Context: an optimization exercise on an open-source flow, tuned for small area and a short achievable clock period. The choices shown serve that exercise and are no tape-out recipe.
Function was checked by simulation only, so behaviour that the tests miss may differ from the original.
No activity file was given, so power comes from the tool's default toggle rates.

==> flow/design.v (excerpt) <==
module ALU_TOP #(parameter width = 16)
(
    input wire [width-1:0] A, B,
    input wire [3:0] ALU_FUN,
    input wire CLK, RST,
    output wire [(width*2)-1:0] Arith_OUT,
    output wire [width-1:0] Logic_OUT, CMP_OUT,
    output wire [width:0] SHIFT_OUT,
    output wire Carry_OUT, Arith_Flag, Logic_Flag, CMP_Flag, SHIFT_Flag
);
Size: roughly 2500 cells after synthesis, about 71 flip-flops, ~120 I/O pins.
Settings: LEC_CHECK=0, ABC_AREA=1, ABC_CLOCK_PERIOD_IN_PS=90000, CAP_MARGIN=20, CORE_MARGIN=2, CORE_UTILIZATION=40, PLACE_DENSITY=0.85, SLEW_MARGIN=20; clock period 90.0 ns.
standard.sh (not shown) runs the stock make flow with config.mk's settings and CLKGATE_MAP_FILE= SYNTH_SCRIPT=/design/flow/synth_recipe.tcl, a recipe that flattens the netlist after the stock synthesis.
==> flow/flow/run.sh <==
#!/bin/bash
# The standard layout (the standard.sh: ORFS synthesis through finish).
# The one change: every input and output port still gets its own buffer, but a
# plain sky130_fd_sc_hd__buf_1 instead of the delay cell buffer_ports picks by itself.
set -euo pipefail
export BUFFER_PORTS_ARGS="-buffer_cell sky130_fd_sc_hd__buf_1"
bash standard.sh > standard.log 2>&1
The baseline ran to the end with no violations.
Change:
CORE_UTILIZATION = 55   (was 40)
PLACE_DENSITY = 0.75   (was 0.85)
Result:
- cell count is lower by 4.5%
- final area is lower by 0.73%
- wire length is higher by 4.3%
- area after synthesis is unchanged
- worst setup slack loses 490 ps
- maximum frequency is lower by 1.3%
- first-iteration DRC count is higher by 5.3%
- global-route usage is higher by 11 points
Change:
CORE_UTILIZATION = 40   (was 55)
CTS_BUF_LIST = sky130_fd_sc_hd__clkbuf_8   (was default)
CTS_CLUSTER_SIZE = 8   (was default)
First-iteration DRC count goes down by 19%.
Total power shrinks by 16%.
Via count falls by about 4.3%.
Die area rises by 37%.
Worst setup slack gains 480 ps.
Synthesized area is unchanged.
Combinational power goes down by 17%.

---

try-juniper:
ALU_TOP, a different RTL version from the one above (not shown whole).
Size: ~2800 cells after synthesis, about 120 I/O pins.
make LEC_CHECK=0 ABC_AREA=1 ABC_CLOCK_PERIOD_IN_PS=90000 CAP_MARGIN=20 CORE_MARGIN=2 CORE_UTILIZATION=40 SLEW_MARGIN=20 finish   # period 90.0 ns
run.sh (not shown) runs the stock make flow with config.mk's settings and CLKGATE_MAP_FILE= SYNTH_SCRIPT=/design/flow/synth_recipe.tcl, a recipe that flattens the netlist after the stock synthesis.
Stock flow here: none of the scripts above is used.
[inputs] try-ember vs try-juniper
- setting PLACE_DENSITY to 0.75 for the first time
## What came out
- Per the final summary, try-ember finished and its layout is clean on timing, DRC and antenna.
- | post-layout utilization of the core | try-juniper vs try-ember | ≈ equal |
- Taking try-juniper as the reference, in try-ember power shrank by 7.4%, net total in the final layout held steady, least setup slack across all paths after layout grew by 0.26 ns, share of the final layout cell area in multi-input gates held steady.
- Going from try-juniper to try-ember, global-route wire length before repair lost 8.8%; fraction of met1 tracks used by global routing lost 4.0 points; via count of the first global-routing pass lost 531.
- Diff try-juniper -> try-ember | final-layout fill cell count | down slightly
The inputs of try-onyx differ from those of try-ember as listed below.
- changing PLACE_DENSITY from 0.75 to 0.8
- changing CORE_UTILIZATION from 40 to 65
==> comparison <==
- Compared to try-ember, try-onyx has antenna diode count 1 higher.
- Wire length: try-onyx > try-ember
- The non-clock inverter total of the final layout on try-ember is in line with that on try-onyx.
- Going from try-ember to try-onyx, global routing usage on met1 grows by 20 points.

---

Setup of the reference run:
ALU_TOP, a different RTL version from the one above (not shown whole).
Size: ~2100 cells after synthesis, about 71 flip-flops, roughly 120 I/O pins, about 16000 um^2 of cells after synthesis.
clock: 90.0 ns
lec_check: 0
abc_area: 1
abc_clock_period_in_ps: 90000
cap_margin: 20
core_margin: 2
core_utilization: 65
place_density: 0.8
slew_margin: 20
The reference run: no failed stages, no open violations at the end
The following lists how the trial run was set up differently from the reference run:
# the reference run
export LEC_CHECK = 0
export ABC_AREA = 1
export ABC_CLOCK_PERIOD_IN_PS = 90000
export CAP_MARGIN = 20
export CORE_MARGIN = 2
export CORE_UTILIZATION = 65
export PLACE_DENSITY = 0.8
export SLEW_MARGIN = 20
create_clock -name core_clock -period 90.0 [get_ports {CLK}]
# the trial run
export LEC_CHECK = 0
export ABC_AREA = 1
export ABC_CLOCK_PERIOD_IN_PS = 90000
export CAP_MARGIN = 20
export CORE_MARGIN = 2
export CORE_UTILIZATION = 40
export SLEW_MARGIN = 20
create_clock -name core_clock -period 90.0 [get_ports {CLK}]
==> comparison <==
Reported for the trial run and the reference run, setup TNS after final layout turned out identical to the last digit.
met1 capacity usage during global routing sits lower in the trial run than in the reference run.
Against the reference run as the reference, the trial run delivers a lower fraction of area in registers.
For relative area of clock buffers and inverters in the final design, the trial run and the reference run come out practically identical.
On worst path arrival time: between the trial run and the reference run, it ends up lower for the reference run.
Relative to the reference run, the hold slack of the trial run is higher by 0.0037 ns.
The trial run ended with less number of global-route vias before repair than the reference run.
Of the trial run and the reference run, the higher routed wire length belongs to the trial run.
Looking at internal power consumption across both flows, the trial run is the weaker of the two, with the reference run ahead.
Cell with the largest stage delay on the worst path = o31ai_4: the reference run; cell with the largest stage delay on the worst path = clkdlybuf4s50_1: the trial run
Compared with the reference run, the trial run shows fmax that has gone down slightly.
Die size: the trial run exceeds the reference run

## separate check: timing with driven ports
In the flow no input, the clock included, has a driving cell. The finished layouts below were timed again as built, in two steps.
Step 1: set_driving_cell puts a clkbuf_16 on CLK and a buf_2 on each other input, an assumption about the parent block.
Step 2, shift: input delay + t, output delay - t, t = (earliest + latest rising clock arrival at the registers) / 2. This alone moves slack from input paths to output paths.
Three values: no drivers, after step 1, after step 2; two values: the first two.
run	shift t [ns]	slack for setup (ns)	worst hold slack (ns)	latest minus earliest clock arrival (ns)	worst data-port slew with drivers (ns)
the first run of note 1	0.394	53.880 / 53.897 / 53.503	17.773 / 17.758 / 18.152	0.007 / 0.008	0.10
the second run of note 1	0.378	53.387 / 53.407 / 53.029	17.867 / 17.846 / 18.224	0.014 / 0.014	0.07
the third run of note 1	0.433	53.868 / 53.884 / 53.451	17.478 / 17.460 / 17.893	0.016 / 0.016	0.10
try-juniper	0.413	53.248 / 53.275 / 52.862	17.777 / 17.753 / 18.166	0.018 / 0.018	0.10
try-ember	0.430	53.512 / 53.542 / 53.112	17.473 / 17.443 / 17.873	0.030 / 0.030	0.15
try-onyx	0.408	53.023 / 53.047 / 52.639	17.766 / 17.751 / 18.159	0.011 / 0.012	0.09
the reference run	0.394	37.915 / 37.935 / 37.542	17.771 / 17.751 / 18.145	0.011 / 0.011	0.07
the trial run	0.418	37.317 / 37.333 / 36.915	17.774 / 17.753 / 18.171	0.018 / 0.017	0.05
After both steps setup and hold are still met in every run listed. For the third run of note 1, which loses most, drivers alone change the setup slack by +0.016 ns; drivers and shift together by -0.417 ns.
